Source: an optimization exercise on an open RTL-to-GDS flow (aim: a short achievable clock period and few clock cycles). Production flows keep margins and buffers that such runs may drop. RTL that was checked went through simulation tests only; none was proved equivalent to the original. No driver is modelled on the clock port, so clock power and skew are understated where the tree is cut down; a real chip needs a root buffer or a tree.

==> v37 <==
// day4_top
module day4_top( clk, rst, rom_addr, rom_data, sum_overlap, sum_contain, done );
==> flow/config.mk <==
export PLATFORM = sky130hd
export DESIGN_NAME = day4_top
export DESIGN_NICKNAME = day4_top
export VERILOG_FILES = /design/flow/design.v
export SDC_FILE = /design/flow/constraint.sdc
export NUM_CORES = 4
export LEC_CHECK = 0
export ABC_CLOCK_PERIOD_IN_PS = 1500
export CAP_MARGIN = 20
export CORE_MARGIN = 2
export CORE_UTILIZATION = 60
export PLACE_DENSITY = 0.7
export SETUP_SLACK_MARGIN = 2.6
export SLEW_MARGIN = 20
export TNS_END_PERCENT = 100
export POST_CTS_TCL = /design/flow/flow/clocktree.tcl
==> flow/constraint.sdc <==
create_clock -name core_clock -period 4.0 [get_ports {clk}]
set_input_delay 0.8000 -clock core_clock [delete_from_list [all_inputs] [get_ports {clk}]]
set_output_delay 0.8000 -clock core_clock [all_outputs]
set_load 0.01 [all_outputs]
standard.sh (not shown) runs the stock make flow with config.mk's settings and CLKGATE_MAP_FILE= SYNTH_SCRIPT=/design/flow/synth_recipe.tcl, a recipe that flattens the netlist after the stock synthesis.
==> flow/flow/run.sh <==
#!/bin/bash
# The standard layout, with the clock tree that ORFS's CTS builds replaced
# by a two-level one (flow/clocktree.tcl, run as ORFS's POST_CTS_TCL hook).
set -euo pipefail
here=$(pwd)
echo "export POST_CTS_TCL = $here/flow/clocktree.tcl" >> config.mk
bash standard.sh finish > standard_make.log 2>&1
==> flow/flow/clocktree.tcl <==
# Rebuild the clock tree with two levels of inverters: the clock port drives
# four inv_16, one per quadrant of the registers' placement, and each of
# those drives CT_LEAVES clkinv_8, each driving the registers of one part of
# its quadrant (split at the median along the wider side), so the registers
# see the clock twice inverted. Run as POST_CTS_TCL, after ORFS's CTS.
set ::block [ord::get_db_block]
set db [ord::get_db]
set clk_net [$::block findNet clk]
if {![info exists ::env(CT_ROOT)]} { set ::env(CT_ROOT) sky130_fd_sc_hd__inv_16 }
if {![info exists ::env(CT_LEAF)]} { set ::env(CT_LEAF) sky130_fd_sc_hd__clkinv_8 }
set rootm [$db findMaster $::env(CT_ROOT)]
set leafm [$db findMaster $::env(CT_LEAF)]

# all clock sinks (register clock pins) reached from the clock port
set ::sinks {}
set ::cts_bufs {}
proc walk {net} {
  foreach it [$net getITerms] {
    set inst [$it getInst]
    if {[$it getIoType] != "INPUT"} { continue }
    set m [[$inst getMaster] getName]
    if {[string match "sky130_fd_sc_hd__clkbuf_*" $m] || [string match "sky130_fd_sc_hd__clkinv*" $m] || [string match "sky130_fd_sc_hd__buf_*" $m] || [string match "sky130_fd_sc_hd__inv_*" $m]} {
      lappend ::cts_bufs $inst
      foreach o [$inst getITerms] {
        if {[$o getIoType] == "OUTPUT" && [$o getNet] != "NULL"} { walk [$o getNet] }
      }
    } else {
      lappend ::sinks $it
    }
  }
}
walk $clk_net
puts "clocktree: [llength $::sinks] sinks, [llength $::cts_bufs] old buffers"


if {![info exists ::env(CT_LEAVES)]} { set ::env(CT_LEAVES) 4 }
set leaves_per_root $::env(CT_LEAVES)

# sink positions
set ::pos [dict create]
foreach it $::sinks {
  set b [[$it getInst] getBBox]
  dict set ::pos $it [list [expr {([$b xMin] + [$b xMax]) / 2}] [expr {([$b yMin] + [$b yMax]) / 2}]]
}
proc ctr {items} {
  set sx 0; set sy 0
  foreach it $items { lassign [dict get $::pos $it] x y; incr sx $x; incr sy $y }
  set n [llength $items]
  return [list [expr {$sx / $n}] [expr {$sy / $n}]]
}
# split items into n parts of near-equal size, cutting across the wider side
proc bisect {items n} {
  if {$n <= 1 || [llength $items] < 2} { return [list $items] }
  set xs {}; set ys {}
  foreach it $items { lassign [dict get $::pos $it] x y; lappend xs $x; lappend ys $y }
  set xs [lsort -integer $xs]; set ys [lsort -integer $ys]
  set wx [expr {[lindex $xs end] - [lindex $xs 0]}]
  set wy [expr {[lindex $ys end] - [lindex $ys 0]}]
  set k [expr {$wx >= $wy ? 0 : 1}]
  set sorted [lsort -integer -index 1 [lmap it $items {list $it [lindex [dict get $::pos $it] $k]}]]
  set n1 [expr {$n / 2}]
  set cut [expr {[llength $items] * $n1 / $n}]
  set a [lmap p [lrange $sorted 0 [expr {$cut - 1}]] {lindex $p 0}]
  set b [lmap p [lrange $sorted $cut end] {lindex $p 0}]
  return [concat [bisect $a $n1] [bisect $b [expr {$n - $n1}]]]
}
proc outpin {master} {
  foreach mt [$master getMTerms] {
    if {[$mt getIoType] == "OUTPUT"} { return [$mt getName] }
  }
}
proc place_buf {name master x y} {
  set inst [odb::dbInst_create $::block $master $name]
  $inst setLocation [expr {$x - [$master getWidth] / 2}] [expr {$y - [$master getHeight] / 2}]
  $inst setPlacementStatus PLACED
  return $inst
}
# drop the old tree
set old_nets {}
foreach inst $::cts_bufs {
  foreach o [$inst getITerms] {
    if {[$o getIoType] == "OUTPUT" && [$o getNet] != "NULL"} { lappend old_nets [$o getNet] }
  }
}
foreach it $::sinks { $it disconnect }
foreach inst $::cts_bufs { odb::dbInst_destroy $inst }
foreach n [lsort -unique $old_nets] {
  if {[llength [$n getITerms]] == 0 && [llength [$n getBTerms]] == 0} { odb::dbNet_destroy $n }
}


set roots [bisect $::sinks 4]
set r 0
foreach rg $roots {
  set rnet [odb::dbNet_create $::block "clknet_r$r"]
  $rnet setSigType CLOCK
  set l 0
  set lcs {}
  foreach lg [bisect $rg $leaves_per_root] {
    set lnet [odb::dbNet_create $::block "clknet_r${r}_l$l"]
    $lnet setSigType CLOCK
    lassign [ctr $lg] cx cy
    lappend lcs [list $cx $cy]
    set inst [place_buf "clkbuf_r${r}_l$l" $leafm $cx $cy]
    [$inst findITerm A] connect $rnet
    [$inst findITerm [outpin $leafm]] connect $lnet
    foreach it $lg { $it connect $lnet }
    puts "clocktree: root $r leaf $l: [llength $lg] sinks at [expr {$cx / 1000.0}] [expr {$cy / 1000.0}]"
    incr l
  }
  set sx 0; set sy 0
  foreach c $lcs { incr sx [lindex $c 0]; incr sy [lindex $c 1] }
  set inst [place_buf "clkbuf_r$r" $rootm [expr {$sx / [llength $lcs]}] [expr {$sy / [llength $lcs]}]]
  [$inst findITerm A] connect $clk_net
  [$inst findITerm [outpin $rootm]] connect $rnet
  incr r
}

detailed_placement
estimate_parasitics -placement
repair_timing_helper
detailed_placement
check_placement -verbose
==> inputs of v16, as changes to v37 <==
==> flow/design.v (replaced) <==
`timescale 1ns / 1ps
module day4_top( clk, rst, rom_addr, rom_data, sum_overlap, sum_contain, done );
    input clk;
    input rst;
    output [13:0] rom_addr;
    input [7:0] rom_data;
    output [15:0] sum_contain;
    output [15:0] sum_overlap;
    output done;
    function lt7(input [6:0] x, input [6:0] y);
        reg [6:0] e;
        begin
            e = ~(x ^ y);
            lt7 = (~x[6] & y[6]) |
                  (e[6] & ~x[5] & y[5]) |
                  (e[6] & e[5] & ~x[4] & y[4]) |
                  (e[6] & e[5] & e[4] & ~x[3] & y[3]) |
                  (e[6] & e[5] & e[4] & e[3] & ~x[2] & y[2]) |
                  (e[6] & e[5] & e[4] & e[3] & e[2] & ~x[1] & y[1]) |
                  (e[6] & e[5] & e[4] & e[3] & e[2] & e[1] & ~x[0] & y[0]);
        end
    endfunction
    localparam S_NEW = 0,    
               S_RA  = 1,    
               S_RD1 = 2,    
               S_RB2 = 3,    
               S_RC2 = 4,    
               S_RC  = 5,    
               S_RB3 = 6,    
               S_RD3 = 7,    
               S_RD4 = 8,    
               S_RB4 = 9,    
               S_IDL = 10;   
    localparam NS = 11;
    localparam [NS-1:0] ST_NEW = 1 << S_NEW, ST_RA = 1 << S_RA, ST_IDL = 1 << S_IDL;
    reg [13:0] addr;
    reg [7:0]  data_q;
    reg [NS-1:0] stA;
    reg [11:0]   lineA;
    reg [6:0]    aA, bA, cA, dA;
    reg          acA, caA, dbA, bdA, adA, cbA;   
    reg [NS-1:0] stB;
    reg [11:0]   lineB;
    reg [6:0]    aB, bB, cB, dB;
    reg          acB, caB, dbB, bdB, adB, cbB;
    reg          hiB;         
    reg          lt_a, lt_b, lt_c, lt_d, eq_a, eq_b, eq_d, is99, zero;
    reg [NS-1:0] stC;
    reg [11:0]   lineC;
    reg [6:0]    aC, bC, cC, dC;
    reg          acC, caC, dbC, bdC, adC, cbC;
    reg          freeC;       
    reg          zeroC;       
    reg [NS-1:0] contC;       
    reg [1:0]    offC;        
    reg [NS-1:0] stD;
    reg [11:0]   lineD;
    reg [6:0]    aD, bD, cD, dD;
    reg          acD, caD, dbD, bdD, adD, cbD;
    reg [11:0] next_line;
    reg        term;
    reg        inc_c, inc_o;
    reg [15:0] cnt_c, cnt_o;
    reg [2:0]  fc, fo;         
    reg        int_done;
    assign rom_addr = addr;
    assign sum_contain = cnt_c;
    assign sum_overlap = cnt_o;
    assign done = int_done;
    wire [6:0] v = data_q[6:0];
    wire rd_a = stA[S_RA];
    wire rd_b = stA[S_RB2] | stA[S_RB3] | stA[S_RB4];
    wire rd_c = stA[S_RC2] | stA[S_RC];
    wire rd_d = stA[S_RD1] | stA[S_RD3] | stA[S_RD4];
    wire fin_dis  = (stB[S_RD1] & lt_a) | (stB[S_RB3] & lt_c) | (stB[S_RD4] & lt_a);
    wire fin_both = (stB[S_RB2] & eq_d) | (stB[S_RC] & eq_a) |
                    (stB[S_RB3] & ~lt_c & is99) | (stB[S_RD4] & ~lt_a & is99);
    wire fin_full = stB[S_RC2] | stB[S_RD3] | stB[S_RB4];
    wire [NS-1:0] cont;
    assign cont[S_NEW] = 1'b0;
    assign cont[S_RA]  = 1'b0;
    assign cont[S_RD1] = stB[S_RA] & hiB;
    assign cont[S_RC]  = stB[S_RA] & ~hiB;
    assign cont[S_RB2] = stB[S_RD1];
    assign cont[S_RC2] = stB[S_RB2];
    assign cont[S_RB3] = stB[S_RC] & ~lt_a;
    assign cont[S_RD4] = stB[S_RC] & lt_a;
    assign cont[S_RD3] = stB[S_RB3];
    assign cont[S_RB4] = stB[S_RD4];
    assign cont[S_IDL] = stB[S_IDL];
    wire [1:0] cont_off = (cont[S_RD1] | cont[S_RD3] | cont[S_RD4]) ? 2'd3 :
                          (cont[S_RC2] | cont[S_RC]) ? 2'd2 :
                          (cont[S_RB2] | cont[S_RB3] | cont[S_RB4]) ? 2'd1 : 2'd0;
    wire b_after_d = stB[S_RB2] | stB[S_RB4];
    wire d_after_b = stB[S_RD3];
    wire b_after_c = stB[S_RB3] | stB[S_RB4];
    wire c_after_b = stB[S_RC2];
    wire c_read    = stB[S_RC2] | stB[S_RC];
    wire d_read    = stB[S_RD1] | stB[S_RD3] | stB[S_RD4];
    wire n_ac = c_read ? ~lt_a : acB;
    wire n_ca = c_read ? (lt_a | eq_a) : caB;
    wire n_ad = d_read ? ~lt_a : adB;
    wire n_db = b_after_d ? ~lt_d : d_after_b ? (lt_b | eq_b) : dbB;
    wire n_bd = b_after_d ? (lt_d | eq_d) : d_after_b ? ~lt_b : bdB;
    wire n_cb = b_after_c ? ~lt_c : c_after_b ? (lt_b | eq_b) : cbB;
    wire new_line = freeC & ~term;
    wire to_idle  = (stC[S_RA] & (zeroC | term)) | (freeC & term) | stC[S_IDL];
    wire [NS-1:0] n_st = new_line ? ST_RA : to_idle ? ST_IDL : contC;
    wire [11:0] n_line = new_line ? next_line : lineC;
    wire [1:0]  n_off  = new_line ? 2'd0 : offC;
    always @(posedge clk) begin
        data_q <= rom_data;
        if (rst) begin
            addr <= 14'd0;
            stA <= ST_NEW;
            stB <= ST_NEW;
            stC <= ST_NEW;
            stD <= ST_RA;
            freeC <= 1'b1;
            zeroC <= 1'b0;
            lineD <= 12'd0;
            next_line <= 12'd1;
            term <= 1'b0;
            inc_c <= 1'b0;
            inc_o <= 1'b0;
            cnt_c <= 16'd0;
            cnt_o <= 16'd0;
            fc <= 3'd0;
            fo <= 3'd0;
            int_done <= 1'b0;
        end else begin
            stB <= stA;
            stC <= stB;
            freeC <= fin_dis | fin_both | fin_full | stB[S_NEW];
            zeroC <= stB[S_RA] & zero;
            addr <= {n_line, n_off};
            stD <= n_st;
            lineD <= n_line;
            if (new_line)
                next_line <= next_line + 12'd1;
            if (stC[S_RA] & zeroC)
                term <= 1'b1;
            stA <= stD;
            inc_c <= fin_both | (fin_full & ((n_ac & n_db) | (n_ca & n_bd)));
            inc_o <= fin_both | (fin_full & n_ad & n_cb);
            if (inc_c) begin
                cnt_c[3:0] <= cnt_c[3:0] + 4'd1;
                if (fc[0]) cnt_c[7:4] <= cnt_c[7:4] + 4'd1;
                if (fc[0] & fc[1]) cnt_c[11:8] <= cnt_c[11:8] + 4'd1;
                if (fc[0] & fc[1] & fc[2]) cnt_c[15:12] <= cnt_c[15:12] + 4'd1;
                fc[0] <= (cnt_c[3:0] == 4'd14);
                if (fc[0]) fc[1] <= (cnt_c[7:4] == 4'd14);
                if (fc[0] & fc[1]) fc[2] <= (cnt_c[11:8] == 4'd14);
            end
            if (inc_o) begin
                cnt_o[3:0] <= cnt_o[3:0] + 4'd1;
                if (fo[0]) cnt_o[7:4] <= cnt_o[7:4] + 4'd1;
                if (fo[0] & fo[1]) cnt_o[11:8] <= cnt_o[11:8] + 4'd1;
                if (fo[0] & fo[1] & fo[2]) cnt_o[15:12] <= cnt_o[15:12] + 4'd1;
                fo[0] <= (cnt_o[3:0] == 4'd14);
                if (fo[0]) fo[1] <= (cnt_o[7:4] == 4'd14);
                if (fo[0] & fo[1]) fo[2] <= (cnt_o[11:8] == 4'd14);
            end
            if (term & stA[S_IDL] & stB[S_IDL] & stC[S_IDL] & stD[S_IDL])
                int_done <= 1'b1;
        end
        lineB <= lineA;
        aB <= rd_a ? v : aA;
        bB <= rd_b ? v : bA;
        cB <= rd_c ? v : cA;
        dB <= rd_d ? v : dA;
        acB <= acA; caB <= caA; dbB <= dbA; bdB <= bdA; adB <= adA; cbB <= cbA;
        hiB <= v[6];
        lt_a <= lt7(v, aA);
        lt_b <= lt7(v, bA);
        lt_c <= lt7(v, cA);
        lt_d <= lt7(v, dA);
        eq_a <= (v == aA);
        eq_b <= (v == bA);
        eq_d <= (v == dA);
        is99 <= (v == 7'd99);
        zero <= (data_q == 8'd0);
        lineC <= lineB;
        aC <= aB; bC <= bB; cC <= cB; dC <= dB;
        acC <= n_ac; caC <= n_ca; dbC <= n_db; bdC <= n_bd; adC <= n_ad; cbC <= n_cb;
        contC <= cont;
        offC <= cont_off;
        aD <= aC; bD <= bC; cD <= cC; dD <= dC;
        acD <= acC; caD <= caC; dbD <= dbC; bdD <= bdC; adD <= adC; cbD <= cbC;
        lineA <= lineD;
        aA <= aD; bA <= bD; cA <= cD; dA <= dD;
        acA <= acD; caA <= caD; dbA <= dbD; bdA <= bdD; adA <= adD; cbA <= cbD;
    end
endmodule
--- a/flow/flow/clocktree.tcl
+++ b/flow/flow/clocktree.tcl
@@ -1,17 +1,17 @@
 # Rebuild the clock tree with two levels of inverters: the clock port drives
-# four inv_16, one per quadrant of the registers' placement, and each of
+# four clkinv_16, one per quadrant of the registers' placement, and each of
 # those drives CT_LEAVES clkinv_8, each driving the registers of one part of
 # its quadrant (split at the median along the wider side), so the registers
 # see the clock twice inverted. Run as POST_CTS_TCL, after ORFS's CTS.
 set ::block [ord::get_db_block]
 set db [ord::get_db]
 set clk_net [$::block findNet clk]
-if {![info exists ::env(CT_ROOT)]} { set ::env(CT_ROOT) sky130_fd_sc_hd__inv_16 }
+if {![info exists ::env(CT_ROOT)]} { set ::env(CT_ROOT) sky130_fd_sc_hd__clkinv_16 }
 if {![info exists ::env(CT_LEAF)]} { set ::env(CT_LEAF) sky130_fd_sc_hd__clkinv_8 }
 set rootm [$db findMaster $::env(CT_ROOT)]
 set leafm [$db findMaster $::env(CT_LEAF)]
 
 # all clock sinks (register clock pins) reached from the clock port
 set ::sinks {}
 set ::cts_bufs {}
 proc walk {net} {
Settings changed: SETUP_SLACK_MARGIN 2.6 to 2.8.
==> inputs of v18, as changes to v37 <==
--- a/flow/design.v
+++ b/flow/design.v
@@ -61,17 +61,16 @@
     reg          fullC;       
     reg [NS-1:0] contC;       
     reg [1:0]    offC;        
     reg [NS-1:0] stD;
     reg [11:0]   lineD;
     reg [6:0]    aD, bD, cD, dD;
     reg          acD, caD, dbD, bdD, adD, cbD;
     reg [11:0] next_line;
-    reg [1:0]  fn;             
     reg        term;
     reg        rst_q;          
     reg        inc_c, inc_o;
     reg [15:0] cnt_c, cnt_o;
     reg [15:0] out_c, out_o;   
     reg [2:0]  fc, fo;         
     reg        int_done;
     assign rom_addr = addr;
@@ -148,36 +147,30 @@
             stC <= ST_NEW;
             stD <= ST_RA;
             freeC <= 1'b1;
             zeroC <= 1'b0;
             bothC <= 1'b0;
             fullC <= 1'b0;
             lineD <= 12'd0;
             next_line <= 12'd1;
-            fn <= 2'd0;
             term <= 1'b0;
             int_done <= 1'b0;
         end else begin
             stB <= stA;
             stC <= stB;
             freeC <= fin_dis | fin_both | fin_full | stB[S_NEW];
             zeroC <= stB[S_RA] & zero;
             bothC <= fin_both;
             fullC <= fin_full;
             addr <= {n_line, n_off};
             stD <= n_st;
             lineD <= n_line;
-            if (new_line) begin
-                next_line[3:0] <= next_line[3:0] + 4'd1;
-                if (fn[0]) next_line[7:4] <= next_line[7:4] + 4'd1;
-                if (fn[0] & fn[1]) next_line[11:8] <= next_line[11:8] + 4'd1;
-                fn[0] <= (next_line[3:0] == 4'd14);
-                if (fn[0]) fn[1] <= (next_line[7:4] == 4'd14);
-            end
+            if (new_line)
+                next_line <= next_line + 12'd1;
             if (stC[S_RA] & zeroC)
                 term <= 1'b1;
             stA <= stD;
             if (term & stA[S_IDL] & stB[S_IDL] & stC[S_IDL] & stD[S_IDL])
                 int_done <= 1'b1;
         end
         rst_q <= rst;
         if (rst_q) begin
==> impl_metrics.yaml <==
status:
  run_status: "complete, no violations"
cells_and_area:
  multi_input_area_share_pct: 24.4
  nFillCells: 1272
  design.seq.count: 375
logic_synthesis:
  synth_compound_area_share_pct: 5.05
  seq_area_frac_synth_pct: 71.5
  yosys.area_share.simple_pct: 12.2
  synth_xor_area_share_pct: 2.59
critical_path:
  startpoint: "int_done$_SDFFE_PP0P_"
  ff2ff_setup_slack_ns: 2.66
  critPathKind: "flip-flop to output port"
global_route:
  grt_util_met3_pct: 3.43
power_and_ir_drop:
  sequentialPowerShare_pct: 70.3
place:
  dp_hpwl_microns: 10900
-- figures above: v37

==> impl_metrics.yaml <==
status:
  run_status: "complete, no violations"
cells_and_area:
  nFillCells: 1224
  multi_input_area_share_pct: 24.4
  nNetsFinal: 927
  final_cell_mix: "dfxtp_1, nor2b_1, nand2_1, buf_2"
  design.seq.count: 373
floorplan:
  ios: 57
logic_synthesis:
  seq_area_frac_synth_pct: 71.9
  synth_compound_area_share_pct: 5.02
  synth_xor_area_share_pct: 2.61
  yosys.area_share.simple_pct: 12.5
critical_path:
  ff2ff_setup_slack_ns: 2.61
  startpoint: "term$_SDFFE_PP0P_"
global_route:
  grt_util_met3_pct: 2.43
clock_network:
  clkTransAtPathRegs_ns: 0.09
power_and_ir_drop:
  powerClk_mw: 1.80
place:
  dp_hpwl_microns: 10700
-- figures above: v18

==> impl_metrics.yaml <==
global_route:
  grt_util_met3_pct: 3.27
power_and_ir_drop:
  sequentialPowerShare_pct: 66.9
status:
  run_status: "complete, no violations"
critical_path:
  ff2ff_setup_slack_ns: 2.43
  startpoint: "data_q[0]$_DFF_P_"
logic_synthesis:
  synth_compound_area_share_pct: 5.90
  yosys.area_share.simple_pct: 13.1
cells_and_area:
  multi_input_area_share_pct: 26.5
-- figures above: v16

Testbench counts of v37, summed over its fixed seeds: cycles 23,775.
The RTL of v16 and v18 was laid out without a check of its function. In every run of this note, the design's own scripts or RTL, not TritonCTS, make the clock network.

==> what the ideal ports hide <==
Ports are ideal in the flow. The routed layouts listed here were re-timed in OpenROAD.
Step 1: set_driving_cell puts a clkbuf_16 on clk and a buf_2 on each other input, an assumption about the parent block.
Step 2 also shifts input and output timing later by t, the mid clock arrival at the registers, as if the neighbouring blocks saw the same clock.
Slacks: ideal ports / drivers / drivers and shift; pairs: ideal ports / drivers.
run | shift t [ns] | setup slack, ns | worst setup path at the end | clock arrival spread, ns
v37 | 0.318 | 2.607 / 2.412 / 2.440 | input to register | 0.011 / 0.013
v16 | 0.370 | 2.425 / 2.350 / 2.311 | input to register | 0.013 / 0.013
v18 | 0.317 | 2.607 / 2.425 / 2.452 | input to register | 0.020 / 0.019
After both steps every run listed still meets setup and hold. The setup slack of v37, which loses most, moves by -0.195 ns with the drivers and by -0.167 ns with both steps.
